What follows belongs to an exercise in optimizing a design on an open flow for small area and a short achievable clock period; a production flow would make more cautious choices.
No functional check of the RTL was part of this run.
No activity file was given, so power comes from the tool's default toggle rates.

<file path="design/flow/config.mk">
export PLATFORM = sky130hd
export DESIGN_NAME = RGB_to_Gray
export DESIGN_NICKNAME = RGB_to_Gray
export VERILOG_FILES = /design/flow/design.v
export SDC_FILE = /design/flow/constraint.sdc
export NUM_CORES = 8
export LEC_CHECK = 0
export CAP_MARGIN = 20
export CORE_MARGIN = 2
export CORE_UTILIZATION = 40
export SLEW_MARGIN = 20
export SYNTH_HIERARCHICAL = 1
export SYNTH_MINIMUM_KEEP_SIZE = 0
</file>
<file path="design/flow/constraint.sdc">
create_clock -name core_clock -period 16.0 [get_ports {CLK}]
set_input_delay 3.2000 -clock core_clock [delete_from_list [all_inputs] [get_ports {CLK}]]
set_output_delay 3.2000 -clock core_clock [all_outputs]
set_load 0.01 [all_outputs]
</file>
<file path="design/flow/design.v">
module RGB_to_Gray(input CLK, input [7:0] R, input [7:0] G, input [7:0] B, input In_Valid, output reg [7:0] Gray, output reg Out_Valid);
    reg [7:0] r, g, b; reg v0;
    always @(posedge CLK) begin r <= R; g <= G; b <= B; v0 <= In_Valid; end
    wire w8 = ({r[7], r[6], r[5], r[4], r[3], r[2], r[1], r[0]} >= 8'd2);
    wire w9 = ({r[7], r[6], r[5], r[4], r[3], r[2], r[1], r[0]} >= 8'd4);
    wire w10 = ({r[7], r[6], r[5], r[4], r[3], r[2], r[1], r[0]} >= 8'd7);
    wire w11 = ({r[7], r[6], r[5], r[4], r[3], r[2], r[1], r[0]} >= 8'd14);
    wire w12 = ({r[7], r[6], r[5], r[4], r[3], r[2], r[1], r[0]} >= 8'd27);
    wire w13 = ({r[7], r[6], r[5], r[4], r[3], r[2], r[1], r[0]} >= 8'd54);
    wire w14 = ({r[7], r[6], r[5], r[4], r[3], r[2], r[1], r[0]} >= 8'd108);
    wire w15 = ({r[7], r[6], r[5], r[4], r[3], r[2], r[1], r[0]} >= 8'd215);
    wire w24 = ({g[7], g[6], g[5], g[4], g[3], g[2], g[1], g[0]} >= 8'd2);
    wire w25 = ({g[7], g[6], g[5], g[4], g[3], g[2], g[1], g[0]} >= 8'd4);
    wire w26 = ({g[7], g[6], g[5], g[4], g[3], g[2], g[1], g[0]} >= 8'd7);
    wire w27 = ({g[7], g[6], g[5], g[4], g[3], g[2], g[1], g[0]} >= 8'd14);
    wire w28 = ({g[7], g[6], g[5], g[4], g[3], g[2], g[1], g[0]} >= 8'd28);
    wire w29 = ({g[7], g[6], g[5], g[4], g[3], g[2], g[1], g[0]} >= 8'd55);
    wire w30 = ({g[7], g[6], g[5], g[4], g[3], g[2], g[1], g[0]} >= 8'd110);
    wire w31 = ({g[7], g[6], g[5], g[4], g[3], g[2], g[1], g[0]} >= 8'd219);
    wire w41 = ({b[7], b[6], b[5], b[4], b[3], b[2], b[1], b[0]} >= 8'd3);
    wire w42 = ({b[7], b[6], b[5], b[4], b[3], b[2], b[1], b[0]} >= 8'd5);
    wire w43 = ({b[7], b[6], b[5], b[4], b[3], b[2], b[1], b[0]} >= 8'd9);
    wire w44 = ({b[7], b[6], b[5], b[4], b[3], b[2], b[1], b[0]} >= 8'd18);
    wire w45 = ({b[7], b[6], b[5], b[4], b[3], b[2], b[1], b[0]} >= 8'd36);
    wire w46 = ({b[7], b[6], b[5], b[4], b[3], b[2], b[1], b[0]} >= 8'd71);
    wire w47 = ({b[7], b[6], b[5], b[4], b[3], b[2], b[1], b[0]} >= 8'd141);
    wire w48_0, w48_1; ha u48 (r[2], r[1], w48_0, w48_1);
    wire w49_0, w49_1; fa u49 (r[3], r[2], r[1], w49_0, w49_1);
    wire w50_0, w50_1; fa u50 (r[4], r[3], r[2], w50_0, w50_1);
    wire w51_0, w51_1; fa u51 (r[5], r[4], r[3], w51_0, w51_1);
    wire w52_0, w52_1; fa u52 (r[6], r[5], r[4], w52_0, w52_1);
    wire w53_0, w53_1; fa u53 (r[7], r[6], r[5], w53_0, w53_1);
    wire w54_0, w54_1; ha u54 (r[1], r[0], w54_0, w54_1);
    wire w55_0, w55_1; fa u55 (r[0], w48_0, w11, w55_0, w55_1);
    wire w56_0, w56_1; fa u56 (w48_1, w12, w49_0, w56_0, w56_1);
    wire w57_0, w57_1; fa u57 (w49_1, w13, w50_0, w57_0, w57_1);
    wire w58_0, w58_1; fa u58 (w50_1, w14, w51_0, w58_0, w58_1);
    wire w59_0, w59_1; fa u59 (w51_1, w15, w52_0, w59_0, w59_1);
    wire w60_0, w60_1; fa u60 (r[0], w52_1, w53_0, w60_0, w60_1);
    wire w61_0, w61_1; ha u61 (r[0], w9, w61_0, w61_1);
    wire w62_0, w62_1; ha u62 (w54_0, w10, w62_0, w62_1);
    wire w63_0, w63_1; ha u63 (w54_1, w55_0, w63_0, w63_1);
    wire w64_0, w64_1; ha u64 (w55_1, w56_0, w64_0, w64_1);
    wire w65_0, w65_1; ha u65 (w56_1, w57_0, w65_0, w65_1);
    wire w66_0, w66_1; ha u66 (w57_1, w58_0, w66_0, w66_1);
    wire w67_0, w67_1; ha u67 (w58_1, w59_0, w67_0, w67_1);
    wire w68_0, w68_1; ha u68 (w59_1, w60_0, w68_0, w68_1);
    wire w69; ao u69 (w62_1, w62_0, w61_1, w69);
    wire w70; ao u70 (w63_1, w63_0, w69, w70);
    wire w71; ao u71 (w64_1, w64_0, w70, w71);
    wire w72; ao u72 (w65_1, w65_0, w71, w72);
    wire w73; ao u73 (w66_1, w66_0, w72, w73);
    wire w74; ao u74 (w67_1, w67_0, w73, w74);
    wire w75; ao u75 (w68_1, w68_0, w74, w75);
    wire w76; xr u76 (w62_0, w61_1, w76);
    wire w77; xr u77 (w63_0, w69, w77);
    wire w78; xr u78 (w64_0, w70, w78);
    wire w79; xr u79 (w65_0, w71, w79);
    wire w80; xr u80 (w66_0, w72, w80);
    wire w81; xr u81 (w67_0, w73, w81);
    wire w82; xr u82 (w68_0, w74, w82);
    wire w83_0, w83_1; ha u83 (g[4], g[0], w83_0, w83_1);
    wire w84_0, w84_1; fa u84 (g[5], g[1], w31, w84_0, w84_1);
    wire w85_0, w85_1; fa u85 (g[6], g[2], g[0], w85_0, w85_1);
    wire w86_0, w86_1; ha u86 (g[0], w26, w86_0, w86_1);
    wire w87_0, w87_1; ha u87 (g[1], w27, w87_0, w87_1);
    wire w88_0, w88_1; ha u88 (g[2], w28, w88_0, w88_1);
    wire w89_0, w89_1; ha u89 (g[3], w29, w89_0, w89_1);
    wire w90_0, w90_1; ha u90 (w83_0, w30, w90_0, w90_1);
    wire w91_0, w91_1; ha u91 (w83_1, w84_0, w91_0, w91_1);
    wire w92_0, w92_1; ha u92 (w84_1, w85_0, w92_0, w92_1);
    wire w93; ao u93 (w87_1, w87_0, w86_1, w93);
    wire w94; ao u94 (w88_1, w88_0, w93, w94);
    wire w95; ao u95 (w89_1, w89_0, w94, w95);
    wire w96; ao u96 (w90_1, w90_0, w95, w96);
    wire w97; ao u97 (w91_1, w91_0, w96, w97);
    wire w98; ao u98 (w92_1, w92_0, w97, w98);
    wire w99; xr u99 (w87_0, w86_1, w99);
    wire w100; xr u100 (w88_0, w93, w100);
    wire w101; xr u101 (w89_0, w94, w101);
    wire w102; xr u102 (w90_0, w95, w102);
    wire w103; xr u103 (w91_0, w96, w103);
    wire w104; xr u104 (w92_0, w97, w104);
    wire w105 = ~w8;
    wire w106; an2 u106 (w61_0, w105, w106);
    wire w107 = ~w24;
    wire w108; an2 u108 (w25, w107, w108);
    wire w109 = ~w9;
    wire w110; an2 u110 (w76, w109, w110);
    wire w111 = ~w25;
    wire w112; an2 u112 (w86_0, w111, w112);
    wire w113 = ~w10;
    wire w114; an2 u114 (w77, w113, w114);
    wire w115 = ~w26;
    wire w116; an2 u116 (w99, w115, w116);
    wire w117 = ~w11;
    wire w118; an2 u118 (w78, w117, w118);
    wire w119 = ~w27;
    wire w120; an2 u120 (w100, w119, w120);
    wire w121 = ~w12;
    wire w122; an2 u122 (w79, w121, w122);
    wire w123 = ~w28;
    wire w124; an2 u124 (w101, w123, w124);
    wire w125 = ~w13;
    wire w126; an2 u126 (w80, w125, w126);
    wire w127 = ~w29;
    wire w128; an2 u128 (w102, w127, w128);
    wire w129 = ~w14;
    wire w130; an2 u130 (w81, w129, w130);
    wire w131 = ~w30;
    wire w132; an2 u132 (w103, w131, w132);
    wire w133 = ~w15;
    wire w134; an2 u134 (w82, w133, w134);
    wire w135 = ~w31;
    wire w136; an2 u136 (w104, w135, w136);
    wire w137_0, w137_1; ha u137 (r[7], r[6], w137_0, w137_1);
    wire w138_0, w138_1; fa u138 (r[7], r[2], r[0], w138_0, w138_1);
    wire w139_0, w139_1; fa u139 (g[7], g[3], g[1], w139_0, w139_1);
    wire w140_0, w140_1; fa u140 (r[3], r[1], r[0], w140_0, w140_1);
    wire w141_0, w141_1; fa u141 (r[4], r[2], r[1], w141_0, w141_1);
    wire w142_0, w142_1; fa u142 (r[5], r[3], r[2], w142_0, w142_1);
    wire w143_0, w143_1; ha u143 (r[0], g[6], w143_0, w143_1);
    wire w144_0, w144_1; fa u144 (r[6], r[4], r[3], w144_0, w144_1);
    wire w145_0, w145_1; fa u145 (r[1], g[7], g[5], w145_0, w145_1);
    wire w146_0, w146_1; fa u146 (r[7], r[5], r[4], w146_0, w146_1);
    wire w147_0, w147_1; ha u147 (r[2], g[6], w147_0, w147_1);
    wire w148_0, w148_1; fa u148 (r[6], r[5], r[3], w148_0, w148_1);
    wire w149_0, w149_1; ha u149 (g[7], g[6], w149_0, w149_1);
    wire w150_0, w150_1; fa u150 (r[7], r[6], r[4], w150_0, w150_1);
    wire w151_0, w151_1; ha u151 (r[0], g[7], w151_0, w151_1);
    wire w152_0, w152_1; ha u152 (r[7], r[5], w152_0, w152_1);
    wire w153_0, w153_1; ha u153 (r[5], r[2], w153_0, w153_1);
    wire w154_0, w154_1; fa u154 (r[6], r[3], r[2], w154_0, w154_1);
    wire w155_0, w155_1; fa u155 (r[7], r[4], r[3], w155_0, w155_1);
    wire w156_0, w156_1; fa u156 (r[5], r[4], r[1], w156_0, w156_1);
    wire w157_0, w157_1; fa u157 (r[6], r[5], r[2], w157_0, w157_1);
    wire w158_0, w158_1; ha u158 (r[7], r[6], w158_0, w158_1);
    wire w159_0, w159_1; fa u159 (r[1], w137_0, w53_1, w159_0, w159_1);
    wire w160_0, w160_1; fa u160 (g[0], w137_1, w85_1, w160_0, w160_1);
    wire w161_0, w161_1; ha u161 (w138_0, w139_0, w161_0, w161_1);
    wire w162_0, w162_1; fa u162 (g[4], g[2], g[1], w162_0, w162_1);
    wire w163_0, w163_1; fa u163 (w138_1, w139_1, w140_0, w163_0, w163_1);
    wire w164_0, w164_1; fa u164 (g[5], g[3], g[2], w164_0, w164_1);
    wire w165_0, w165_1; fa u165 (g[0], w140_1, w141_0, w165_0, w165_1);
    wire w166_0, w166_1; fa u166 (g[4], g[3], g[1], w166_0, w166_1);
    wire w167_0, w167_1; fa u167 (w143_0, w141_1, w142_0, w167_0, w167_1);
    wire w168_0, w168_1; fa u168 (g[4], g[2], w143_1, w168_0, w168_1);
    wire w169_0, w169_1; fa u169 (w142_1, w144_0, w145_0, w169_0, w169_1);
    wire w170_0, w170_1; fa u170 (g[5], g[3], w147_0, w170_0, w170_1);
    wire w171_0, w171_1; fa u171 (w144_1, w145_1, w146_0, w171_0, w171_1);
    wire w172_0, w172_1; fa u172 (g[4], g[0], w147_1, w172_0, w172_1);
    wire w173_0, w173_1; fa u173 (w149_0, w146_1, w148_0, w173_0, w173_1);
    wire w174_0, w174_1; fa u174 (g[5], g[1], w149_1, w174_0, w174_1);
    wire w175_0, w175_1; fa u175 (w151_0, w148_1, w150_0, w175_0, w175_1);
    wire w176_0, w176_1; fa u176 (r[1], g[6], g[2], w176_0, w176_1);
    wire w177_0, w177_1; fa u177 (w151_1, w152_0, w150_1, w177_0, w177_1);
    wire w178_0, w178_1; fa u178 (r[6], r[2], g[7], w178_0, w178_1);
    wire w179_0, w179_1; fa u179 (g[3], g[0], w152_1, w179_0, w179_1);
    wire w180_0, w180_1; fa u180 (r[7], r[3], r[0], w180_0, w180_1);
    wire w181_0, w181_1; fa u181 (g[4], g[1], g[0], w181_0, w181_1);
    wire w182_0, w182_1; fa u182 (r[4], r[1], r[0], w182_0, w182_1);
    wire w183_0, w183_1; fa u183 (g[5], g[2], g[1], w183_0, w183_1);
    wire w184_0, w184_1; fa u184 (r[1], g[6], g[3], w184_0, w184_1);
    wire w185_0, w185_1; fa u185 (g[2], g[0], w153_0, w185_0, w185_1);
    wire w186_0, w186_1; fa u186 (g[7], g[4], g[3], w186_0, w186_1);
    wire w187_0, w187_1; fa u187 (g[1], w153_1, w154_0, w187_0, w187_1);
    wire w188_0, w188_1; fa u188 (r[0], g[5], g[4], w188_0, w188_1);
    wire w189_0, w189_1; fa u189 (g[2], w154_1, w155_0, w189_0, w189_1);
    wire w190_0, w190_1; fa u190 (g[6], g[5], g[3], w190_0, w190_1);
    wire w191_0, w191_1; fa u191 (g[0], w155_1, w156_0, w191_0, w191_1);
    wire w192_0, w192_1; fa u192 (g[7], g[6], g[4], w192_0, w192_1);
    wire w193_0, w193_1; fa u193 (g[1], w156_1, w157_0, w193_0, w193_1);
    wire w194_0, w194_1; fa u194 (r[3], g[7], g[5], w194_0, w194_1);
    wire w195_0, w195_1; fa u195 (g[2], w158_0, w157_1, w195_0, w195_1);
    wire w196_0, w196_1; fa u196 (r[7], r[4], g[6], w196_0, w196_1);
    wire w197_0, w197_1; ha u197 (g[3], w158_1, w197_0, w197_1);
    wire w198_0, w198_1; ha u198 (r[5], g[7], w198_0, w198_1);
    wire w199_0, w199_1; ha u199 (w159_0, w60_1, w199_0, w199_1);
    wire w200_0, w200_1; fa u200 (w159_1, w161_0, w160_0, w200_0, w200_1);
    wire w201_0, w201_1; fa u201 (w162_0, w161_1, w160_1, w201_0, w201_1);
    wire w202_0, w202_1; fa u202 (w162_1, w164_0, w163_1, w202_0, w202_1);
    wire w203_0, w203_1; fa u203 (w164_1, w166_0, w165_1, w203_0, w203_1);
    wire w204_0, w204_1; fa u204 (w166_1, w168_0, w167_1, w204_0, w204_1);
    wire w205_0, w205_1; fa u205 (w168_1, w170_0, w169_1, w205_0, w205_1);
    wire w206_0, w206_1; fa u206 (w170_1, w172_0, w171_1, w206_0, w206_1);
    wire w207_0, w207_1; fa u207 (w172_1, w174_0, w173_1, w207_0, w207_1);
    wire w208_0, w208_1; fa u208 (w176_0, w174_1, w175_1, w208_0, w208_1);
    wire w209_0, w209_1; fa u209 (w176_1, w178_0, w179_0, w209_0, w209_1);
    wire w210_0, w210_1; fa u210 (w178_1, w180_0, w181_0, w210_0, w210_1);
    wire w211_0, w211_1; fa u211 (w180_1, w181_1, w182_0, w211_0, w211_1);
    wire w212_0, w212_1; fa u212 (w182_1, w183_1, w184_0, w212_0, w212_1);
    wire w213_0, w213_1; fa u213 (w184_1, w186_0, w185_1, w213_0, w213_1);
    wire w214_0, w214_1; fa u214 (w186_1, w188_0, w187_1, w214_0, w214_1);
    wire w215_0, w215_1; fa u215 (w188_1, w190_0, w189_1, w215_0, w215_1);
    wire w216_0, w216_1; fa u216 (w190_1, w192_0, w191_1, w216_0, w216_1);
    wire w217_0, w217_1; fa u217 (w192_1, w194_0, w193_1, w217_0, w217_1);
    wire w218_0, w218_1; fa u218 (w194_1, w196_0, w197_0, w218_0, w218_1);
    wire w219_0, w219_1; fa u219 (g[4], w198_0, w196_1, w219_0, w219_1);
    wire w220_0, w220_1; ha u220 (r[6], g[5], w220_0, w220_1);
    wire w221_0, w221_1; ha u221 (w199_0, w136, w221_0, w221_1);
    wire w222_0, w222_1; fa u222 (w199_1, w200_0, w98, w222_0, w222_1);
    wire w223_0, w223_1; fa u223 (w163_0, w200_1, w201_0, w223_0, w223_1);
    wire w224_0, w224_1; fa u224 (w165_0, w201_1, w202_0, w224_0, w224_1);
    wire w225_0, w225_1; fa u225 (w167_0, w202_1, w203_0, w225_0, w225_1);
    wire w226_0, w226_1; fa u226 (w169_0, w203_1, w204_0, w226_0, w226_1);
    wire w227_0, w227_1; fa u227 (w171_0, w204_1, w205_0, w227_0, w227_1);
    wire w228_0, w228_1; fa u228 (w173_0, w205_1, w206_0, w228_0, w228_1);
    wire w229_0, w229_1; fa u229 (w175_0, w206_1, w207_0, w229_0, w229_1);
    wire w230_0, w230_1; fa u230 (w177_0, w207_1, w208_0, w230_0, w230_1);
    wire w231_0, w231_1; fa u231 (w177_1, w209_0, w208_1, w231_0, w231_1);
    wire w232_0, w232_1; fa u232 (w179_1, w210_0, w209_1, w232_0, w232_1);
    wire w233_0, w233_1; fa u233 (w183_0, w210_1, w211_0, w233_0, w233_1);
    wire w234_0, w234_1; fa u234 (w185_0, w211_1, w212_0, w234_0, w234_1);
    wire w235_0, w235_1; fa u235 (w212_1, w187_0, w213_0, w235_0, w235_1);
    wire w236_0, w236_1; fa u236 (w189_0, w213_1, w214_0, w236_0, w236_1);
    wire w237_0, w237_1; fa u237 (w191_0, w214_1, w215_0, w237_0, w237_1);
    wire w238_0, w238_1; fa u238 (w193_0, w215_1, w216_0, w238_0, w238_1);
    wire w239_0, w239_1; fa u239 (w195_0, w216_1, w217_0, w239_0, w239_1);
    wire w240_0, w240_1; fa u240 (w195_1, w218_0, w217_1, w240_0, w240_1);
    wire w241_0, w241_1; fa u241 (w197_1, w219_0, w218_1, w241_0, w241_1);
    wire w242_0, w242_1; fa u242 (w198_1, w220_0, w219_1, w242_0, w242_1);
    wire w243_0, w243_1; fa u243 (r[7], g[6], w220_1, w243_0, w243_1);
    wire w244_0, w244_1; ha u244 (w231_1, w232_0, w244_0, w244_1);
    wire w245_0, w245_1; ha u245 (w232_1, w233_0, w245_0, w245_1);
    wire w246_0, w246_1; ha u246 (w233_1, w234_0, w246_0, w246_1);
    wire w247_0, w247_1; ha u247 (w234_1, w235_0, w247_0, w247_1);
    wire w248_0, w248_1; ha u248 (w235_1, w236_0, w248_0, w248_1);
    wire w249_0, w249_1; ha u249 (w236_1, w237_0, w249_0, w249_1);
    wire w250_0, w250_1; ha u250 (w237_1, w238_0, w250_0, w250_1);
    wire w251_0, w251_1; ha u251 (w238_1, w239_0, w251_0, w251_1);
    wire w252_0, w252_1; ha u252 (p239_1_1, p240_0_1, w252_0, w252_1);
    wire w253_0, w253_1; ha u253 (p240_1_1, p241_0_1, w253_0, w253_1);
    wire w254_0, w254_1; ha u254 (p241_1_1, p242_0_1, w254_0, w254_1);
    wire w255_0, w255_1; ha u255 (p242_1_1, p243_0_1, w255_0, w255_1);
    wire w256_0, w256_1; ha u256 (p243_1_1, p23_0_1, w256_0, w256_1);
    wire w257; ao u257 (w245_1, w245_0, w244_1, w257);
    wire w259; ao u259 (w247_1, w247_0, w246_1, w259);
    wire w260; an2 u260 (w247_0, w246_0, w260);
    wire w261; ao u261 (w249_1, w249_0, w248_1, w261);
    wire w262; an2 u262 (w249_0, w248_0, w262);
    wire w263; ao u263 (w251_1, w251_0, w250_1, w263);
    wire w264; an2 u264 (w251_0, w250_0, w264);
    wire w265; ao u265 (w253_1, w253_0, w252_1, w265);
    wire w266; an2 u266 (w253_0, w252_0, w266);
    wire w267; ao u267 (w255_1, w255_0, w254_1, w267);
    wire w268; an2 u268 (w255_0, w254_0, w268);
    wire w271; ao u271 (w259, w260, w257, w271);
    wire w273; ao u273 (w250_1, w250_0, w261, w273);
    wire w274; an2 u274 (w250_0, w262, w274);
    wire w275; ao u275 (w263, w264, w261, w275);
    wire w276; an2 u276 (w264, w262, w276);
    wire w277; ao u277 (w254_1, w254_0, w265, w277);
    wire w278; an2 u278 (w254_0, w266, w278);
    wire w279; ao u279 (w267, w268, w265, w279);
    wire w280; an2 u280 (w268, w266, w280);
    wire w281; ao u281 (w248_1, w248_0, w271, w281);
    wire w283; ao u283 (w261, w262, w271, w283);
    wire w285; ao u285 (w273, w274, w271, w285);
    wire w287; ao u287 (w275, w276, w271, w287);
    wire w289; ao u289 (w256_1, w256_0, w279, w289);
    wire w290; an2 u290 (w256_0, w280, w290);
    wire w291; ao u291 (w252_1, w252_0, p287_0_1, w291);
    wire w293; ao u293 (w265, w266, p287_0_1, w293);
    wire w295; ao u295 (w277, w278, p287_0_1, w295);
    wire w297; ao u297 (w279, w280, p287_0_1, w297);
    wire w299; ao u299 (w289, w290, p287_0_1, w299);
    wire w301 = |{w236_1, w237_1, w238_1, w239_1, w240_1, w241_1, w242_1, w243_1, w237_0, w238_0, w239_0, w240_0, w241_0, w242_0, w243_0, g[7], w281};
    wire w302 = |{w237_1, w238_1, w239_1, w240_1, w241_1, w242_1, w243_1, w238_0, w239_0, w240_0, w241_0, w242_0, w243_0, g[7], w283};
    wire w303 = |{w238_1, w239_1, w240_1, w241_1, w242_1, w243_1, w239_0, w240_0, w241_0, w242_0, w243_0, g[7], w285};
    wire w304 = |{p239_1_1, p240_1_1, p241_1_1, p242_1_1, p243_1_1, p240_0_1, p241_0_1, p242_0_1, p243_0_1, p23_0_1, p287_0_1};
    wire w305 = |{p240_1_1, p241_1_1, p242_1_1, p243_1_1, p241_0_1, p242_0_1, p243_0_1, p23_0_1, w291};
    wire w306 = |{p241_1_1, p242_1_1, p243_1_1, p242_0_1, p243_0_1, p23_0_1, w293};
    wire w307 = |{p242_1_1, p243_1_1, p243_0_1, p23_0_1, w295};
    wire w308 = |{p243_1_1, p23_0_1, w297};
    wire w309 = |{w299};
    wire w310 = ~b[0];
    wire w311 = ~b[1];
    wire w312 = ~b[2];
    wire w313 = ~b[3];
    wire w314 = ~b[4];
    wire w315 = ~b[5];
    wire w316 = ~b[6];
    wire w317 = ~b[7];
    wire w318_0, w318_1; fa u318 (b[6], b[4], b[2], w318_0, w318_1);
    wire w319_0, w319_1; ha u319 (b[7], b[5], w319_0, w319_1);
    wire w320_0, w320_1; ha u320 (b[6], b[4], w320_0, w320_1);
    wire w321_0, w321_1; ha u321 (b[7], b[5], w321_0, w321_1);
    wire w322_0, w322_1; ha u322 (b[4], b[2], w322_0, w322_1);
    wire w323_0, w323_1; fa u323 (b[5], b[3], b[1], w323_0, w323_1);
    wire w324_0, w324_1; fa u324 (w310, w47, w318_0, w324_0, w324_1);
    wire w325_0, w325_1; fa u325 (b[3], w311, w319_0, w325_0, w325_1);
    wire w326_0, w326_1; fa u326 (b[0], w312, w319_1, w326_0, w326_1);
    wire w327_0, w327_1; fa u327 (b[1], w313, w320_1, w327_0, w327_1);
    wire w328_0, w328_1; fa u328 (b[6], b[2], w314, w328_0, w328_1);
    wire w329_0, w329_1; ha u329 (b[2], b[0], w329_0, w329_1);
    wire w330_0, w330_1; fa u330 (b[3], b[1], w44, w330_0, w330_1);
    wire w331_0, w331_1; fa u331 (b[0], w322_0, w45, w331_0, w331_1);
    wire w332_0, w332_1; fa u332 (w322_1, w46, w323_0, w332_0, w332_1);
    wire w333; xn u333 (w323_1, w324_0, w333);
    wire w334; or2 u334 (w323_1, w324_0, w334);
    wire w335_0, w335_1; fa u335 (w318_1, w325_0, w324_1, w335_0, w335_1);
    wire w336_0, w336_1; fa u336 (w320_0, w325_1, w326_0, w336_0, w336_1);
    wire w337_0, w337_1; fa u337 (w321_0, w326_1, w327_0, w337_0, w337_1);
    wire w338_0, w338_1; fa u338 (w321_1, w328_0, w327_1, w338_0, w338_1);
    wire w339_0, w339_1; ha u339 (b[0], w41, w339_0, w339_1);
    wire w340_0, w340_1; ha u340 (b[1], w42, w340_0, w340_1);
    wire w341_0, w341_1; ha u341 (w329_0, w43, w341_0, w341_1);
    wire w342_0, w342_1; ha u342 (w329_1, w330_0, w342_0, w342_1);
    wire w343_0, w343_1; ha u343 (w330_1, w331_0, w343_0, w343_1);
    wire w344_0, w344_1; ha u344 (w331_1, w332_0, w344_0, w344_1);
    wire w345_0, w345_1; ha u345 (w332_1, w333, w345_0, w345_1);
    wire w346_0, w346_1; ha u346 (w334, w335_0, w346_0, w346_1);
    wire w347_0, w347_1; ha u347 (w335_1, w336_0, w347_0, w347_1);
    wire w348_0, w348_1; ha u348 (w336_1, w337_0, w348_0, w348_1);
    wire w349_0, w349_1; ha u349 (w337_1, w338_0, w349_0, w349_1);
    wire w350; ao u350 (w340_1, w340_0, w339_1, w350);
    wire w351; ao u351 (w341_1, w341_0, w350, w351);
    wire w352; ao u352 (w342_1, w342_0, w351, w352);
    wire w353; ao u353 (w343_1, w343_0, w352, w353);
    wire w354; ao u354 (w344_1, w344_0, w353, w354);
    wire w355; ao u355 (w345_1, w345_0, w354, w355);
    wire w356; ao u356 (w346_1, w346_0, w355, w356);
    wire w357; ao u357 (w347_1, w347_0, w356, w357);
    wire w358; ao u358 (w348_1, w348_0, w357, w358);
    wire w359; ao u359 (w349_1, w349_0, w358, w359);
    wire w361; xr u361 (w341_0, w350, w361);
    wire w362; xr u362 (w342_0, w351, w362);
    wire w363; xr u363 (w343_0, w352, w363);
    wire w364; xr u364 (w344_0, w353, w364);
    wire w365; xr u365 (w345_0, w354, w365);
    wire w366; xr u366 (w346_0, w355, w366);
    wire w367; xr u367 (w347_0, w356, w367);
    wire w368; xr u368 (w348_0, w357, w368);
    wire w369; xr u369 (w349_0, w358, w369);
    wire w370 = ~w42;
    wire w371; an2 u371 (w361, w370, w371);
    wire w372; an2 u372 (w371, w301, w372);
    wire w373 = ~p372_0_1;
    wire w374 = ~w43;
    wire w375; an2 u375 (w362, w374, w375);
    wire w376; an2 u376 (w375, w302, w376);
    wire w377 = ~p376_0_1;
    wire w378 = ~w44;
    wire w379; an2 u379 (w363, w378, w379);
    wire w380; an2 u380 (p379_0_1, p303_0_1, w380);
    wire w381 = ~w380;
    wire w382 = ~w45;
    wire w383; an2 u383 (w364, w382, w383);
    wire w384; an2 u384 (p383_0_1, w304, w384);
    wire w385 = ~w384;
    wire w386 = ~w46;
    wire w387; an2 u387 (w365, w386, w387);
    wire w388; an2 u388 (p387_0_1, w305, w388);
    wire w389 = ~w388;
    wire w390 = ~w47;
    wire w391; an2 u391 (w366, w390, w391);
    wire w392; an2 u392 (p391_0_1, w306, w392);
    wire w393 = ~w392;
    wire w394; an2 u394 (p367_0_1, w307, w394);
    wire w395 = ~w394;
    wire w396; an2 u396 (p368_0_1, w308, w396);
    wire w397 = ~w396;
    wire w398; an2 u398 (p369_0_1, w309, w398);
    wire w399 = ~w398;
    wire w400_0, w400_1; fa u400 (b[7], b[3], w315, w400_0, w400_1);
    wire w401_0, w401_1; ha u401 (w310, w328_1, w401_0, w401_1);
    wire w402_0, w402_1; ha u402 (b[4], w316, w402_0, w402_1);
    wire w403_0, w403_1; ha u403 (b[7], b[5], w403_0, w403_1);
    wire w404_0, w404_1; ha u404 (b[6], b[1], w404_0, w404_1);
    wire w405_0, w405_1; ha u405 (b[7], b[2], w405_0, w405_1);
    wire w406_0, w406_1; fa u406 (w400_0, w401_0, w338_1, w406_0, w406_1);
    wire w407_0, w407_1; fa u407 (w311, w402_0, w400_1, w407_0, w407_1);
    wire w408_0, w408_1; ha u408 (w401_1, w223_0, w408_0, w408_1);
    wire w409_0, w409_1; fa u409 (b[5], w317, w312, w409_0, w409_1);
    wire w410_0, w410_1; fa u410 (w402_1, w223_1, w224_0, w410_0, w410_1);
    wire w411_0, w411_1; fa u411 (b[6], w313, w224_1, w411_0, w411_1);
    wire w412 = ~w225_0;
    wire w413_0, w413_1; fa u413 (b[7], w314, w310, w413_0, w413_1);
    wire w414_0, w414_1; ha u414 (w225_1, w226_0, w414_0, w414_1);
    wire w415_0, w415_1; fa u415 (w315, w311, w226_1, w415_0, w415_1);
    wire w416_0, w416_1; fa u416 (b[0], w316, w312, w416_0, w416_1);
    wire w417_0, w417_1; fa u417 (b[1], w317, w313, w417_0, w417_1);
    wire w418_0, w418_1; fa u418 (b[2], b[0], w314, w418_0, w418_1);
    wire w419_0, w419_1; ha u419 (w229_1, w230_0, w419_0, w419_1);
    wire w420_0, w420_1; fa u420 (b[3], b[1], w315, w420_0, w420_1);
    wire w421; xn u421 (w230_1, w231_0, w421);
    wire w422; or2 u422 (w230_1, w231_0, w422);
    wire w423_0, w423_1; fa u423 (b[4], b[2], w316, w423_0, w423_1);
    wire w424_0, w424_1; fa u424 (w310, w232_0, w231_1, w424_0, w424_1);
    wire w425_0, w425_1; fa u425 (b[5], b[3], w317, w425_0, w425_1);
    wire w426_0, w426_1; fa u426 (w311, w233_0, w232_1, w426_0, w426_1);
    wire w427_0, w427_1; fa u427 (b[6], b[4], w312, w427_0, w427_1);
    wire w428; xn u428 (w233_1, w234_0, w428);
    wire w429; or2 u429 (w233_1, w234_0, w429);
    wire w430_0, w430_1; fa u430 (b[0], w313, w403_0, w430_0, w430_1);
    wire w431; xn u431 (w234_1, w235_0, w431);
    wire w432; or2 u432 (w234_1, w235_0, w432);
    wire w433_0, w433_1; fa u433 (w314, w403_1, w404_0, w433_0, w433_1);
    wire w434; xn u434 (w235_1, w236_0, w434);
    wire w435; or2 u435 (w235_1, w236_0, w435);
    wire w436_0, w436_1; fa u436 (w315, w404_1, w405_0, w436_0, w436_1);
    wire w437; xn u437 (w236_1, w237_0, w437);
    wire w438; or2 u438 (w236_1, w237_0, w438);
    wire w439_0, w439_1; fa u439 (b[3], w316, w405_1, w439_0, w439_1);
    wire w440; xn u440 (w237_1, w238_0, w440);
    wire w441; or2 u441 (w237_1, w238_0, w441);
    wire w442_0, w442_1; fa u442 (b[4], w317, w238_1, w442_0, w442_1);
    wire w443 = ~w239_0;
    wire w444_0, w444_1; ha u444 (b[5], w239_1, w444_0, w444_1);
    wire w445_0, w445_1; ha u445 (p38_0_1, p241_0_1, w445_0, w445_1);
    wire w446_0, w446_1; ha u446 (p39_0_1, p242_0_1, w446_0, w446_1);
    wire w447_0, w447_1; ha u447 (w106, w371, w447_0, w447_1);
    wire w448_0, w448_1; fa u448 (w108, w110, w375, w448_0, w448_1);
    wire w449_0, w449_1; fa u449 (w112, w114, w379, w449_0, w449_1);
    wire w450_0, w450_1; fa u450 (w116, w118, w383, w450_0, w450_1);
    wire w451_0, w451_1; fa u451 (w120, w122, w387, w451_0, w451_1);
    wire w452_0, w452_1; fa u452 (p124_0_1, p126_0_1, p391_0_1, w452_0, w452_1);
    wire w453_0, w453_1; fa u453 (w128, w130, w367, w453_0, w453_1);
    wire w454_0, w454_1; fa u454 (w132, w134, w368, w454_0, w454_1);
    wire w455_0, w455_1; fa u455 (w221_0, w75, w369, w455_0, w455_1);
    wire w456_0, w456_1; fa u456 (w406_0, w221_1, w222_0, w456_0, w456_1);
    wire w457_0, w457_1; fa u457 (w407_0, w406_1, w408_0, w457_0, w457_1);
    wire w458_0, w458_1; fa u458 (w409_0, w407_1, w408_1, w458_0, w458_1);
    wire w459_0, w459_1; fa u459 (w409_1, w412, w410_1, w459_0, w459_1);
    wire w460_0, w460_1; fa u460 (w413_0, w225_0, w411_1, w460_0, w460_1);
    wire w461_0, w461_1; fa u461 (w413_1, w227_0, w414_1, w461_0, w461_1);
    wire w462_0, w462_1; fa u462 (w416_0, w227_1, w228_0, w462_0, w462_1);
    wire w463_0, w463_1; fa u463 (w416_1, w417_0, w228_1, w463_0, w463_1);
    wire w464_0, w464_1; fa u464 (w417_1, w418_0, w419_0, w464_0, w464_1);
    wire w465_0, w465_1; fa u465 (w418_1, w420_0, w421, w465_0, w465_1);
    wire w466_0, w466_1; fa u466 (w420_1, w423_0, w422, w466_0, w466_1);
    wire w467_0, w467_1; fa u467 (w423_1, w425_0, w426_0, w467_0, w467_1);
    wire w468_0, w468_1; fa u468 (w425_1, w427_0, w428, w468_0, w468_1);
    wire w469_0, w469_1; fa u469 (w427_1, w430_0, w429, w469_0, w469_1);
    wire w470_0, w470_1; fa u470 (w430_1, w433_0, w432, w470_0, w470_1);
    wire w471_0, w471_1; fa u471 (w433_1, w436_0, w435, w471_0, w471_1);
    wire w472_0, w472_1; fa u472 (w436_1, w439_0, w438, w472_0, w472_1);
    wire w473_0, w473_1; fa u473 (w439_1, w443, w441, w473_0, w473_1);
    wire w474_0, w474_1; fa u474 (w240_0, w239_0, w444_0, w474_0, w474_1);
    wire w475_0, w475_1; fa u475 (p240_1_1, w445_0, p444_1_1, w475_0, w475_1);
    wire w476_0, w476_1; fa u476 (p241_1_1, w446_0, w445_1, w476_0, w476_1);
    wire w477_0, w477_1; fa u477 (p243_0_1, p242_1_1, w446_1, w477_0, w477_1);
    wire w478_0, w478_1; ha u478 (p23_0_1, p243_1_1, w478_0, w478_1);
    wire w479_0, w479_1; ha u479 (p447_0_1, w373, w479_0, w479_1);
    wire w480_0, w480_1; fa u480 (p447_1_1, p448_0_1, w377, w480_0, w480_1);
    wire w481_0, w481_1; fa u481 (p448_1_1, p449_0_1, w381, w481_0, w481_1);
    wire w482_0, w482_1; fa u482 (p449_1_1, p450_0_1, w385, w482_0, w482_1);
    wire w483_0, w483_1; fa u483 (p450_1_1, p451_0_1, w389, w483_0, w483_1);
    wire w484_0, w484_1; fa u484 (p451_1_1, w452_0, w393, w484_0, w484_1);
    wire w485_0, w485_1; fa u485 (w452_1, p453_0_1, w395, w485_0, w485_1);
    wire w486_0, w486_1; fa u486 (p453_1_1, p454_0_1, w397, w486_0, w486_1);
    wire w487_0, w487_1; fa u487 (p454_1_1, p455_0_1, w399, w487_0, w487_1);
    wire w488_0, w488_1; fa u488 (p359_0_1, p456_0_1, p455_1_1, w488_0, w488_1);
    wire w489_0, w489_1; fa u489 (p222_1_1, p457_0_1, p456_1_1, w489_0, w489_1);
    wire w490_0, w490_1; fa u490 (w410_0, w457_1, w458_0, w490_0, w490_1);
    wire w491_0, w491_1; fa u491 (w411_0, w458_1, w459_0, w491_0, w491_1);
    wire w492_0, w492_1; fa u492 (w414_0, w459_1, w460_0, w492_0, w492_1);
    wire w493_0, w493_1; fa u493 (w415_0, w460_1, w461_0, w493_0, w493_1);
    wire w494_0, w494_1; fa u494 (w415_1, w462_0, w461_1, w494_0, w494_1);
    wire w495_0, w495_1; fa u495 (w229_0, w462_1, w463_0, w495_0, w495_1);
    wire w496; xn u496 (w463_1, w464_0, w496);
    wire w497; or2 u497 (w463_1, w464_0, w497);
    wire w498_0, w498_1; fa u498 (w419_1, w465_0, w464_1, w498_0, w498_1);
    wire w499_0, w499_1; fa u499 (w424_0, w465_1, w466_0, w499_0, w499_1);
    wire w500_0, w500_1; fa u500 (w424_1, w466_1, w467_0, w500_0, w500_1);
    wire w501_0, w501_1; fa u501 (w426_1, w468_0, w467_1, w501_0, w501_1);
    wire w502_0, w502_1; fa u502 (w431, w468_1, w469_0, w502_0, w502_1);
    wire w503_0, w503_1; fa u503 (w469_1, w434, w470_0, w503_0, w503_1);
    wire w504_0, w504_1; fa u504 (w437, w470_1, w471_0, w504_0, w504_1);
    wire w505_0, w505_1; fa u505 (w440, w471_1, w472_0, w505_0, w505_1);
    wire w506_0, w506_1; fa u506 (w442_0, w472_1, w473_0, w506_0, w506_1);
    wire w507_0, w507_1; fa u507 (w442_1, w473_1, w474_0, w507_0, w507_1);
    wire w508; xn u508 (p474_1_1, w475_0, w508);
    wire w509; or2 u509 (p474_1_1, w475_0, w509);
    wire w510; xn u510 (w476_0, w475_1, w510);
    wire w511; or2 u511 (w476_0, w475_1, w511);
    wire w512; xn u512 (w477_0, w476_1, w512);
    wire w513; or2 u513 (w477_0, w476_1, w513);
    wire w514; xn u514 (w478_0, w477_1, w514);
    wire w515; or2 u515 (w478_0, w477_1, w515);
    wire w516 = ~w478_1;
    wire w518_0, w518_1; ha u518 (w479_1, w480_0, w518_0, w518_1);
    wire w519_0, w519_1; ha u519 (w480_1, w481_0, w519_0, w519_1);
    wire w520_0, w520_1; ha u520 (w481_1, w482_0, w520_0, w520_1);
    wire w521_0, w521_1; ha u521 (w482_1, w483_0, w521_0, w521_1);
    wire w522_0, w522_1; ha u522 (w483_1, w484_0, w522_0, w522_1);
    wire w523_0, w523_1; ha u523 (w484_1, w485_0, w523_0, w523_1);
    wire w524_0, w524_1; ha u524 (w485_1, w486_0, w524_0, w524_1);
    wire w525_0, w525_1; ha u525 (w486_1, w487_0, w525_0, w525_1);
    wire w526_0, w526_1; ha u526 (w487_1, w488_0, w526_0, w526_1);
    wire w527_0, w527_1; ha u527 (w488_1, w489_0, w527_0, w527_1);
    wire w528_0, w528_1; ha u528 (w489_1, p490_0_1, w528_0, w528_1);
    wire w529_0, w529_1; ha u529 (p490_1_1, p491_0_1, w529_0, w529_1);
    wire w530_0, w530_1; ha u530 (p491_1_1, p492_0_1, w530_0, w530_1);
    wire w531_0, w531_1; ha u531 (p492_1_1, p493_0_1, w531_0, w531_1);
    wire w532_0, w532_1; ha u532 (p493_1_1, p494_0_1, w532_0, w532_1);
    wire w533_0, w533_1; ha u533 (w494_1, w495_0, w533_0, w533_1);
    wire w534_0, w534_1; ha u534 (w495_1, w496, w534_0, w534_1);
    wire w535_0, w535_1; ha u535 (w497, w498_0, w535_0, w535_1);
    wire w536_0, w536_1; ha u536 (p498_1_1, p499_0_1, w536_0, w536_1);
    wire w537_0, w537_1; ha u537 (w499_1, w500_0, w537_0, w537_1);
    wire w538_0, w538_1; ha u538 (w500_1, w501_0, w538_0, w538_1);
    wire w539_0, w539_1; ha u539 (w501_1, w502_0, w539_0, w539_1);
    wire w540_0, w540_1; ha u540 (w502_1, w503_0, w540_0, w540_1);
    wire w541_0, w541_1; ha u541 (w503_1, w504_0, w541_0, w541_1);
    wire w542_0, w542_1; ha u542 (p504_1_1, p505_0_1, w542_0, w542_1);
    wire w543_0, w543_1; ha u543 (p505_1_1, p506_0_1, w543_0, w543_1);
    wire w544_0, w544_1; ha u544 (p506_1_1, p507_0_1, w544_0, w544_1);
    wire w545_0, w545_1; ha u545 (p507_1_1, w508, w545_0, w545_1);
    wire w546_0, w546_1; ha u546 (w509, w510, w546_0, w546_1);
    wire w547_0, w547_1; ha u547 (w511, w512, w547_0, w547_1);
    wire w548_0, w548_1; ha u548 (w513, w514, w548_0, w548_1);
    wire w549_0, w549_1; ha u549 (w515, w516, w549_0, w549_1);
    wire w550; ao u550 (p541_1_1, p541_0_1, p540_1_1, w550);
    wire w551; an2 u551 (p541_0_1, p540_0_1, w551);
    wire w552; ao u552 (w539_1, w539_0, w538_1, w552);
    wire w553; an2 u553 (w539_0, w538_0, w553);
    wire w554; ao u554 (w550, w551, p552_0_1, w554);
    wire w555; an2 u555 (w551, p553_0_1, w555);
    wire w556; ao u556 (p537_1_1, p537_0_1, w536_1, w556);
    wire w557; an2 u557 (p537_0_1, w536_0, w557);
    wire w558; ao u558 (w556, w557, p535_1_1, w558);
    wire w559; an2 u559 (w557, p535_0_1, w559);
    wire w560; ao u560 (w554, w555, w558, w560);
    wire w561; an2 u561 (w555, w559, w561);
    wire w562; ao u562 (w534_1, w534_0, w533_1, w562);
    wire w563; an2 u563 (p534_0_1, p533_0_1, w563);
    wire w564; ao u564 (p562_0_1, w563, w532_1, w564);
    wire w565; an2 u565 (w563, w532_0, w565);
    wire w566; ao u566 (w531_1, w531_0, w530_1, w566);
    wire w567; an2 u567 (w531_0, w530_0, w567);
    wire w568; ao u568 (w566, w567, w529_1, w568);
    wire w569; an2 u569 (w567, w529_0, w569);
    wire w570; ao u570 (w564, w565, w568, w570);
    wire w571; an2 u571 (w565, w569, w571);
    wire w572; ao u572 (w560, w561, w570, w572);
    wire w573; an2 u573 (w561, w571, w573);
    wire w574; ao u574 (w528_1, w528_0, w527_1, w574);
    wire w575; an2 u575 (w528_0, w527_0, w575);
    wire w576; ao u576 (w574, w575, w526_1, w576);
    wire w577; an2 u577 (w575, w526_0, w577);
    wire w578; ao u578 (w525_1, w525_0, w524_1, w578);
    wire w579; an2 u579 (w525_0, w524_0, w579);
    wire w580; ao u580 (w578, w579, w523_1, w580);
    wire w581; an2 u581 (w579, w523_0, w581);
    wire w582; ao u582 (w576, w577, w580, w582);
    wire w583; an2 u583 (w577, w581, w583);
    wire w584; ao u584 (w522_1, w522_0, w521_1, w584);
    wire w585; an2 u585 (w522_0, w521_0, w585);
    wire w586; ao u586 (w584, w585, w520_1, w586);
    wire w587; an2 u587 (w585, w520_0, w587);
    wire w588; ao u588 (w519_1, w519_0, w518_1, w588);
    wire w589; an2 u589 (w519_0, w518_0, w589);
    wire w590; ao u590 (w588, w589, w479_0, w590);
    wire w592; ao u592 (w586, w587, w590, w592);
    wire w594; ao u594 (w582, w583, w592, w594);
    wire w596; ao u596 (w572, w573, w594, w596);
    wire w598; ao u598 (p542_1_1, p542_0_1, p596_0_1, w598);
    wire w599; ao u599 (p543_1_1, p543_0_1, w598, w599);
    wire w601; ao u601 (p545_1_1, p545_0_1, p544_1_1, w601);
    wire w602; an2 u602 (p545_0_1, p544_0_1, w602);
    wire w603; ao u603 (w547_1, w547_0, w546_1, w603);
    wire w604; an2 u604 (p547_0_1, p546_0_1, w604);
    wire w607; ao u607 (p544_1_1, p544_0_1, w599, w607);
    wire w609; ao u609 (w601, w602, w599, w609);
    wire w611; ao u611 (p548_1_1, p548_0_1, p603_0_1, w611);
    wire w612; an2 u612 (p548_0_1, w604, w612);
    wire w615; ao u615 (p546_1_1, p546_0_1, w609, w615);
    wire w617; ao u617 (p603_0_1, w604, w609, w617);
    wire w619; ao u619 (w611, w612, w609, w619);
    wire w623; xr u623 (p542_0_1, p596_0_1, w623);
    wire w624; xr u624 (p543_0_1, w598, w624);
    wire w625; xr u625 (p544_0_1, w599, w625);
    wire w626; xr u626 (p545_0_1, w607, w626);
    wire w627; xr u627 (p546_0_1, w609, w627);
    wire w628; xr u628 (p547_0_1, w615, w628);
    wire w629; xr u629 (p548_0_1, w617, w629);
    wire w630; xr u630 (p549_0_1, w619, w630);
    reg p23_0_1;
    reg p38_0_1;
    reg p39_0_1;
    reg p239_1_1;
    reg p240_0_1;
    reg p240_1_1;
    reg p241_0_1;
    reg p241_1_1;
    reg p242_0_1;
    reg p242_1_1;
    reg p243_0_1;
    reg p243_1_1;
    reg p287_0_1;
    reg p372_0_1;
    reg p376_0_1;
    reg p379_0_1;
    reg p303_0_1;
    reg p383_0_1;
    reg p387_0_1;
    reg p391_0_1;
    reg p367_0_1;
    reg p368_0_1;
    reg p369_0_1;
    reg p124_0_1;
    reg p126_0_1;
    reg p444_1_1;
    reg p447_0_1;
    reg p447_1_1;
    reg p448_0_1;
    reg p448_1_1;
    reg p449_0_1;
    reg p449_1_1;
    reg p450_0_1;
    reg p450_1_1;
    reg p451_0_1;
    reg p451_1_1;
    reg p453_0_1;
    reg p453_1_1;
    reg p454_0_1;
    reg p454_1_1;
    reg p455_0_1;
    reg p359_0_1;
    reg p456_0_1;
    reg p455_1_1;
    reg p222_1_1;
    reg p457_0_1;
    reg p456_1_1;
    reg p474_1_1;
    reg p490_0_1;
    reg p490_1_1;
    reg p491_0_1;
    reg p491_1_1;
    reg p492_0_1;
    reg p492_1_1;
    reg p493_0_1;
    reg p493_1_1;
    reg p494_0_1;
    reg p498_1_1;
    reg p499_0_1;
    reg p504_1_1;
    reg p505_0_1;
    reg p505_1_1;
    reg p506_0_1;
    reg p506_1_1;
    reg p507_0_1;
    reg p507_1_1;
    reg p541_1_1;
    reg p541_0_1;
    reg p540_1_1;
    reg p540_0_1;
    reg p552_0_1;
    reg p553_0_1;
    reg p537_1_1;
    reg p537_0_1;
    reg p535_1_1;
    reg p535_0_1;
    reg p534_0_1;
    reg p533_0_1;
    reg p562_0_1;
    reg p542_1_1;
    reg p542_0_1;
    reg p596_0_1;
    reg p543_1_1;
    reg p543_0_1;
    reg p545_1_1;
    reg p545_0_1;
    reg p544_1_1;
    reg p544_0_1;
    reg p547_0_1;
    reg p546_1_1;
    reg p546_0_1;
    reg p548_1_1;
    reg p548_0_1;
    reg p603_0_1;
    reg p549_0_1;
    always @(posedge CLK) begin
        p23_0_1 <= g[7];
        p38_0_1 <= b[6];
        p39_0_1 <= b[7];
        p239_1_1 <= w239_1;
        p240_0_1 <= w240_0;
        p240_1_1 <= w240_1;
        p241_0_1 <= w241_0;
        p241_1_1 <= w241_1;
        p242_0_1 <= w242_0;
        p242_1_1 <= w242_1;
        p243_0_1 <= w243_0;
        p243_1_1 <= w243_1;
        p287_0_1 <= w287;
        p372_0_1 <= w372;
        p376_0_1 <= w376;
        p379_0_1 <= w379;
        p303_0_1 <= w303;
        p383_0_1 <= w383;
        p387_0_1 <= w387;
        p391_0_1 <= w391;
        p367_0_1 <= w367;
        p368_0_1 <= w368;
        p369_0_1 <= w369;
        p124_0_1 <= w124;
        p126_0_1 <= w126;
        p444_1_1 <= w444_1;
        p447_0_1 <= w447_0;
        p447_1_1 <= w447_1;
        p448_0_1 <= w448_0;
        p448_1_1 <= w448_1;
        p449_0_1 <= w449_0;
        p449_1_1 <= w449_1;
        p450_0_1 <= w450_0;
        p450_1_1 <= w450_1;
        p451_0_1 <= w451_0;
        p451_1_1 <= w451_1;
        p453_0_1 <= w453_0;
        p453_1_1 <= w453_1;
        p454_0_1 <= w454_0;
        p454_1_1 <= w454_1;
        p455_0_1 <= w455_0;
        p359_0_1 <= w359;
        p456_0_1 <= w456_0;
        p455_1_1 <= w455_1;
        p222_1_1 <= w222_1;
        p457_0_1 <= w457_0;
        p456_1_1 <= w456_1;
        p474_1_1 <= w474_1;
        p490_0_1 <= w490_0;
        p490_1_1 <= w490_1;
        p491_0_1 <= w491_0;
        p491_1_1 <= w491_1;
        p492_0_1 <= w492_0;
        p492_1_1 <= w492_1;
        p493_0_1 <= w493_0;
        p493_1_1 <= w493_1;
        p494_0_1 <= w494_0;
        p498_1_1 <= w498_1;
        p499_0_1 <= w499_0;
        p504_1_1 <= w504_1;
        p505_0_1 <= w505_0;
        p505_1_1 <= w505_1;
        p506_0_1 <= w506_0;
        p506_1_1 <= w506_1;
        p507_0_1 <= w507_0;
        p507_1_1 <= w507_1;
        p541_1_1 <= w541_1;
        p541_0_1 <= w541_0;
        p540_1_1 <= w540_1;
        p540_0_1 <= w540_0;
        p552_0_1 <= w552;
        p553_0_1 <= w553;
        p537_1_1 <= w537_1;
        p537_0_1 <= w537_0;
        p535_1_1 <= w535_1;
        p535_0_1 <= w535_0;
        p534_0_1 <= w534_0;
        p533_0_1 <= w533_0;
        p562_0_1 <= w562;
        p542_1_1 <= w542_1;
        p542_0_1 <= w542_0;
        p596_0_1 <= w596;
        p543_1_1 <= w543_1;
        p543_0_1 <= w543_0;
        p545_1_1 <= w545_1;
        p545_0_1 <= w545_0;
        p544_1_1 <= w544_1;
        p544_0_1 <= w544_0;
        p547_0_1 <= w547_0;
        p546_1_1 <= w546_1;
        p546_0_1 <= w546_0;
        p548_1_1 <= w548_1;
        p548_0_1 <= w548_0;
        p603_0_1 <= w603;
        p549_0_1 <= w549_0;
    end
    reg v1; always @(posedge CLK) v1 <= v0;
    reg v2; always @(posedge CLK) v2 <= v1;
    always @(posedge CLK) begin Gray <= {w630, w629, w628, w627, w626, w625, w624, w623}; Out_Valid <= v2; end
endmodule
module fa(input a, input b, input c, output s, output co);
    assign s = a ^ b ^ c;
    assign co = (a & b) | (a & c) | (b & c);
endmodule
module ha(input a, input b, output s, output co);
    assign s = a ^ b;
    assign co = a & b;
endmodule
module xr(input a, input b, output y);
    assign y = a ^ b;
endmodule
module xn(input a, input b, output y);
    assign y = ~(a ^ b);
endmodule
module ao(input g1, input p1, input g0, output y);
    assign y = g1 | (p1 & g0);
endmodule
module an2(input a, input b, output y);
    assign y = a & b;
endmodule
module or2(input a, input b, output y);
    assign y = a | b;
endmodule
</file>
<file path="design/flow/flow/run.sh">
#!/bin/bash
# Standard ORFS layout with the standard synthesis unchanged. Port buffers are
# sky130_fd_sc_hd__buf_2, and timing repair is asked to reach a setup slack of
# 11.95 ns at the design's own clock period and constraints.
set -euo pipefail
export SETUP_SLACK_MARGIN=11.95
export BUFFER_PORTS_ARGS="-buffer_cell sky130_fd_sc_hd__buf_2"
bash standard.sh synth > synth.log 2>&1
bash standard.sh > layout.log 2>&1
</file>
<file path="design/flow/standard.sh">
#!/bin/bash
# synth_recipe.tcl (not shown) runs the flow's synth.tcl, then flattens the netlist and writes it again
# the make line also repeats each setting of config.mk as NAME=value (left out here)
make -C /OpenROAD-flow-scripts/flow DESIGN_CONFIG=/design/flow/config.mk WORK_HOME=/design/flow/orfs CLKGATE_MAP_FILE= SYNTH_SCRIPT=/design/flow/synth_recipe.tcl "${@:-finish}"
</file>
==> run notes <==
metrics by stage:
stage / hold slack (ps) / worst slack, ps
2_1_floorplan: 310 / 12000
3_3_place_gp: 310 / 11650
5_1_grt: 341 / 11900
3_5_place_dp: 316 / 11630
6_report: 327 / 11950
4_1_cts: 330 / 11930
power breakdown:
part           switching [W]  internal (W)  total (W)  leakage, nW
sequential         0.0000656      0.000459   0.000525         1.10
combinational       0.000566      0.000550    0.00112         3.79
clock               0.000152      0.000301   0.000453        0.328
cell type report:
class | count | area share (%)
tap | 324 | 3.52
multi-input combinational | 583 | 63.2
inverter | 31 | 1.05
sequential | 131 | 23.4
clock buffer | 19 | 3.93
clock inverter | 11 | 1.95
timing repair buffer | 56 | 2.96
path summary, 6_finish.rpt:
path | startpoint | to | depth (start not counted)
min | v1 | v2 | 0
max reg2reg | r[1] | p553_0_1 | 8
min reg2reg | v1 | v2 | 0
max | Gray[0] | Gray[0] | 1
cell usage in the layout (no fill, tap or decap), types with 2 or more instances in the layout:
cell	netlist	final
a2111o_1	2	2
or2_1	12	12
or2_2	5	5
o31ai_1	3	3
clkbuf_8	0	2
dfxtp_1	131	107
nand4_1	3	3
inv_1	31	29
inv_4	0	2
nor3_1	4	4
clkbuf_16	0	17
nor4_2	3	3
a31o_2	2	2
buf_2	0	33
clkinv_4	0	2
nor2_1	15	15
or3_4	2	2
buf_4	0	22
o211ai_1	2	2
bufinv_16	0	6
a21oi_1	6	6
o21a_1	2	2
xor2_1	30	29
nand2_1	8	8
fa_1	198	198
and2_1	69	69
dfxtp_4	0	16
a31oi_1	2	2
or4_1	2	2
a21o_1	79	79
xnor2_1	12	12
nor4_4	3	3
nand3_1	4	4
ha_1	107	107
dfxtp_2	0	8
or3_1	2	2
logic make-up (layout without fill, tap and decap cells):
family	count (synthesis)	count (layout)	synth area share (%)
adder cells (fa/ha/maj)	305	305	52.9
AND/OR/NAND/NOR	137	137	8.71
flip-flops	131	131	26.2
AO/OA/AOI/OAI	99	99	7.36
XOR/XNOR	42	42	3.67
buffers and inverters	32	117	1.20
Yosys stat by module (local to each module, per instance):
module       times used  cells  flip-flops and latches
RGB_to_Gray           1    245                     131
fa                  198      1                       0
ha                  107      1                       0
xn                   12      1                       0
xr                   30      1                       0
ao                   78      1                       0
an2                  64      1                       0
or2                  12      1                       0
sequential cells by signal (all words and copies together), names as in the netlist, 8 cells and up:
signal,cells
r,8
g,8
Gray,8
b,8
per-layer routing:
metal / part of all wire (%) / vias up / GRT usage [%]
li1: - / 2649 / -
met1: 46 / 2869 / 24.0
met2: 49 / 80 / 28.5
met3: 3.1 / 22 / 3.29
met4: 1.6 / 0 / 4.79
met5: 0 / - / 0
timing repair:
item,in CTS,in global routing
pin swaps,0,0
resized for setup,29,10
setup buffers,3,18
hold buffers,0,0
setup endpoints to repair,40,18
==> results.tsv <==
metric	value	unit
status	complete, no violations	
yosysSeqAreaShare	26.2	%
drive_gt1_share	15.5	%
finish.net_count	1151	
core	24500	um2
final_util	47.1	%
cts_tree	yes	
die-area	26300	um2
fillCellCount	2170	
io_buffers	34	
drtIter0Drc	257	
p_leak	5.22	nW
antenna_left	0	
regArea	2690	um2
placed_cell_area	10600	um2
synth.most_common_cell	fa_1	
wl	20.6	mm
rrSetupSlack	12020	ps
cts_root_buf	clkbuf_16	
grt_use_total	17.5	%
worstMarginPinSlew	531	ps
synth_edf_count	0	
synth_cell_type_count	34	
grt_pass1_vias	6106	
drc_errors	0	
htree_levels	4	
clock.fmax	247	MHz
overflow	0	
clkSlewWorstSetupHoldPaths	60	ps
cts.sinks	131	
clock_latency	430	ps
ys_seq_elements	131	
finalHoldViolCount	0	
via_per_inst	4.87	
fin_cells	1155	
slowest_delay	310	ps
area_delta_synth_final	15.0	%
yosysTopAreaCell	fa_1	
synth_top_cell_area_share	39.5	%
fp-row-count	57	
syn-num-nets	1077	
multi_input_area	7290	um2
ys_warn_count	7	
dpl.hpwl	16.2	mm
startpoint_type	flop	
ys.flop_type	dfxtp_1	
slowest_stage	dfxtp_2	
period_share	25.3	%
fp.dieH	162	um
crit_fanout	1	
grt_max_degree	19	
finalCriticalPeriod	4050	ps
ir_drop	0.000139	V
clock-skew-final	13.9	ps
firstDrtPassIters	4	
critical_path.cell_chain	buf_6	
antenna_cells	0	
yosys-top-cells-count	fa_1, dfxtp_1, ha_1	
ys_async_sr_fraction	0	%
placed_cells	1104	
maxCapViolCount	0	
die_w	162	um
ios	35	
vias	5620	
antenna_found_initial	0	
synth.area.top_cells	fa_1, dfxtp_1, ha_1	
relSlewSlack	64.6	%
postSynthCellCount	746	
cts_buffers	17	
power_density	182	nW/um2
cp_num_buf_inv	1	
grt_first_pass_wirelength	34.1	mm
worstPathArrival	850	ps
p_total	0.00209	W
path_class	flop to output port	
setup-tns-final	0	ps
fin_area	11500	um2
cp_data_required_time	12800	ps
hold_path_class	flop to flop	
initial_core_util	41.0	%
netlist_area	10000	um2
finalSetupViolCount	0	
slew_viol_final	0	
wl_per_cell	17.8	um
worstSetupEndpointType	output port	
cts_max_path_buffers	2	
rsz0062_at_grt	yes	
critical-path-top-delay-family	flip-flops	
syn_avg_cell_area	13.4	um2
finalWeightedCongestion	0.864	

==> port drivers added, routing unchanged <==
In the flow no input, the clock included, has a driving cell. The finished layout below was timed again as built, in two steps.
Step 1 (the two cells are an assumption about what drives the block):
set clk [get_ports {CLK}]
set_driving_cell -lib_cell sky130_fd_sc_hd__clkbuf_16 $clk
set_driving_cell -lib_cell sky130_fd_sc_hd__buf_2 [delete_from_list [all_inputs] $clk]
Step 2 adds t to the input delays and takes it off the output delays; t is the mean of the earliest and latest rising clock arrival at the registers after step 1. Input paths then give back, and output paths get back, about the clock's delay inside the block.
Slacks: ideal / step 1 / step 2; pairs: ideal / step 1.
t, ns: 0.467
setup WS [ns]: 11.950 / 11.907 / 12.019
clock arrival spread, ns: 0.014 / 0.013
worst data-port slew with drivers (ns): 0.03
pins driven straight from the clock port: 1
After both steps setup and hold are still met in this run. The setup slack of this run moves by -0.043 ns with the drivers and by +0.069 ns with both steps.
